Background: an optimization exercise with open tools, aiming at small area, a short achievable clock period and few clock cycles. Do not read the settings as production practice.
The RTL was checked by simulation tests, not by an equivalence proof against the original design.
The flow treats the clock pin as an ideal source. Dropping or thinning the clock tree relies on that and would not hold on a real chip.
Power is estimated from default activity; no workload was simulated.

Design accelerator_mod, start of the top module:
module accelerator_mod #(
   parameter DATA_W = 32,
   parameter ADDR_W = 4
)(
   input  wire            pcie_clk,           
   input  wire            pcie_rstn,
   input  wire [31:0]     pcie_axi_awaddr,
   input  wire            pcie_axi_awvalid,
   output wire            pcie_axi_awready,
   input  wire [31:0]     pcie_axi_wdata,
   input  wire [3:0]      pcie_axi_wstrb,
   input  wire            pcie_axi_wvalid,
   output wire            pcie_axi_wready,
   output wire [1:0]      pcie_axi_bresp,
   output wire            pcie_axi_bvalid,
   input  wire            pcie_axi_bready,
   input  wire [31:0]     pcie_axi_araddr,
   input  wire            pcie_axi_arvalid,
   output wire            pcie_axi_arready,
   output wire [31:0]     pcie_axi_rdata,
   output wire [1:0]      pcie_axi_rresp,
   output wire            pcie_axi_rvalid,
   input  wire            pcie_axi_rready
);
   axi_pcie_fifo_accel #(
      .DATA_WIDTH (DATA_W),
      .ADDR_WIDTH (ADDR_W)
   ) u_fifo_accel (
      .s_axi_aclk   (pcie_clk),
      .s_axi_aresetn(pcie_rstn),
      .s_axi_awaddr (pcie_axi_awaddr),
      .s_axi_awvalid(pcie_axi_awvalid),
      .s_axi_awready(pcie_axi_awready),
      .s_axi_wdata  (pcie_axi_wdata),
      .s_axi_wstrb  (pcie_axi_wstrb),
      .s_axi_wvalid (pcie_axi_wvalid),
      .s_axi_wready (pcie_axi_wready),
      .s_axi_bresp  (pcie_axi_bresp),
      .s_axi_bvalid (pcie_axi_bvalid),
      .s_axi_bready (pcie_axi_bready),
      .s_axi_araddr (pcie_axi_araddr),
      .s_axi_arvalid(pcie_axi_arvalid),
      .s_axi_arready(pcie_axi_arready),
      .s_axi_rdata  (pcie_axi_rdata),
      .s_axi_rresp  (pcie_axi_rresp),
      .s_axi_rvalid (pcie_axi_rvalid),
      .s_axi_rready (pcie_axi_rready)
   );
endmodule
clock: 2.8 ns
lec_check: 0
cap_margin: 20
core_margin: 2
core_utilization: 60
place_density: 0.7
setup_slack_margin: 1.1
slew_margin: 20
synth_hierarchical: 1
buffer_ports_args: -buffer_cell sky130_fd_sc_hd__buf_2
pre_cts_tcl: /design/flow/flow/pre_cts.tcl
standard.sh (not shown) runs the stock make flow with config.mk's settings and CLKGATE_MAP_FILE= SYNTH_SCRIPT=/design/flow/synth_recipe.tcl, a recipe that flattens the netlist after the stock synthesis.
==> flow/flow/run.sh <==
#!/bin/bash
# Standard layout, with plain buffers on the ports, a two-level clock tree
# (flow/mycts.tcl) in place of TritonCTS, and gate sizing free to change a
# cell's footprint.
set -o pipefail
here=$(pwd)
echo 'export BUFFER_PORTS_ARGS = -buffer_cell sky130_fd_sc_hd__buf_2' >> config.mk
echo "export PRE_CTS_TCL = $here/flow/pre_cts.tcl" >> config.mk
bash standard.sh MATCH_CELL_FOOTPRINT=0 finish > standard.log 2>&1
Other scripts of this flow, unchanged in this note and not shown: flow/flow/mycts.tcl, flow/flow/pre_cts.tcl
Testbench counts at the start, summed over its fixed seeds: cycles 5,881.
Rerun with:
==> flow/flow/run.sh (replaced) <==
#!/bin/bash
# Standard layout, with plain buffers on the ports and a two-level clock tree
# (flow/mycts.tcl) in place of TritonCTS.
set -o pipefail
here=$(pwd)
echo 'export BUFFER_PORTS_ARGS = -buffer_cell sky130_fd_sc_hd__buf_2' >> config.mk
echo "export PRE_CTS_TCL = $here/flow/pre_cts.tcl" >> config.mk
bash standard.sh > standard.log 2>&1
--- a/flow/config.mk
+++ b/flow/config.mk
@@ -8,6 +8,6 @@
 export CAP_MARGIN = 20
 export CORE_MARGIN = 2
-export CORE_UTILIZATION = 60
-export PLACE_DENSITY = 0.7
+export CORE_UTILIZATION = 40
+export PLACE_DENSITY = 0.6
 export SETUP_SLACK_MARGIN = 1.1
 export SLEW_MARGIN = 20
=>
- maximum frequency shrinks slightly
- global-route usage went down by 8.5 points
- worst setup slack got worse by 0.013 ns
- routed wire length is higher by a few percent
Rerun with:
--- a/flow/config.mk
+++ b/flow/config.mk
@@ -8,7 +8,7 @@
 export CAP_MARGIN = 20
 export CORE_MARGIN = 2
-export CORE_UTILIZATION = 40
-export PLACE_DENSITY = 0.6
-export SETUP_SLACK_MARGIN = 1.1
+export CORE_UTILIZATION = 60
+export PLACE_DENSITY = 0.7
+export SETUP_SLACK_MARGIN = 1.25
 export SLEW_MARGIN = 20
 export SYNTH_HIERARCHICAL = 1
Result: Via count grows by a few percent; setup slack loses 0.0050 ns; cell area grows slightly; synthesized area stays the same; total power barely changes; hold slack loses 0.066 ns; synthesized cell count stays the same.
Rerun with:
--- a/flow/config.mk
+++ b/flow/config.mk
@@ -8,7 +8,7 @@
 export CAP_MARGIN = 20
 export CORE_MARGIN = 2
-export CORE_UTILIZATION = 60
-export PLACE_DENSITY = 0.7
-export SETUP_SLACK_MARGIN = 1.25
+export CORE_UTILIZATION = 40
+export PLACE_DENSITY = 0.6
+export SETUP_SLACK_MARGIN = 0.8
 export SLEW_MARGIN = 20
 export SYNTH_HIERARCHICAL = 1
The changed run completed without violations.
Setup slack is worse by 0.076 ns.
Combinational power goes down by 22%.
Worst hold slack improves by 0.082 ns.
Routed wire length falls by about 6%.
Design area falls by 6.0%.
Sequential cell count is unchanged.
Register-to-register slack loses 0.08 ns.
Core utilization goes down by 27 points.
Clock power is higher by about 1%.
Rerun with:
--- a/flow/config.mk
+++ b/flow/config.mk
@@ -8,7 +8,7 @@
 export CAP_MARGIN = 20
 export CORE_MARGIN = 2
-export CORE_UTILIZATION = 40
-export PLACE_DENSITY = 0.6
-export SETUP_SLACK_MARGIN = 0.8
+export CORE_UTILIZATION = 60
+export PLACE_DENSITY = 0.7
+export SETUP_SLACK_MARGIN = 1.3
 export SLEW_MARGIN = 20
 export SYNTH_HIERARCHICAL = 1
After rerunning: The new run completed without violations; cell count is lower by 7.2%; global-route usage is higher by 10 points; worst setup slack gains 0.095 ns; clock power is about the same.
In every run of this note, the design's own scripts or RTL, not TritonCTS, make the clock network.

-- static timing again, ports no longer ideal --
No port has a modelled driver above. Below, the same layouts with a new extraction and two added sets of constraints. Step 1 assumes that a clkbuf_16 drives the clock port and a buf_2 every other input. Step 2, shift: input delay + t, output delay - t, t = (earliest + latest rising clock arrival at the registers) / 2. This alone moves slack from input paths to output paths. Slacks: ideal ports / drivers / drivers and shift; pairs: ideal ports / drivers.
run | t, ns | setup WS [ns] | worst hold slack (ns) | cell pins on the clock port's net
the first run | 0.460 | 1.087 / 1.088 / 0.722 | 0.475 / 0.426 / 0.475 | 4
the second run | 0.468 | 1.075 / 1.049 / 0.754 | 0.473 / 0.424 / 0.473 | 4
the third run | 0.461 | 1.070 / 1.070 / 0.722 | 0.407 / 0.322 / 0.481 | 4
the fourth run | 0.476 | 0.994 / 0.994 / 0.685 | 0.489 / 0.392 / 0.490 | 4
the fifth run | 0.468 | 1.089 / 1.110 / 0.700 | 0.487 / 0.416 / 0.487 | 4
After both steps setup and hold are still met in every run listed. For the fifth run, which loses most, drivers alone change the setup slack by +0.021 ns; drivers and shift together by -0.389 ns.
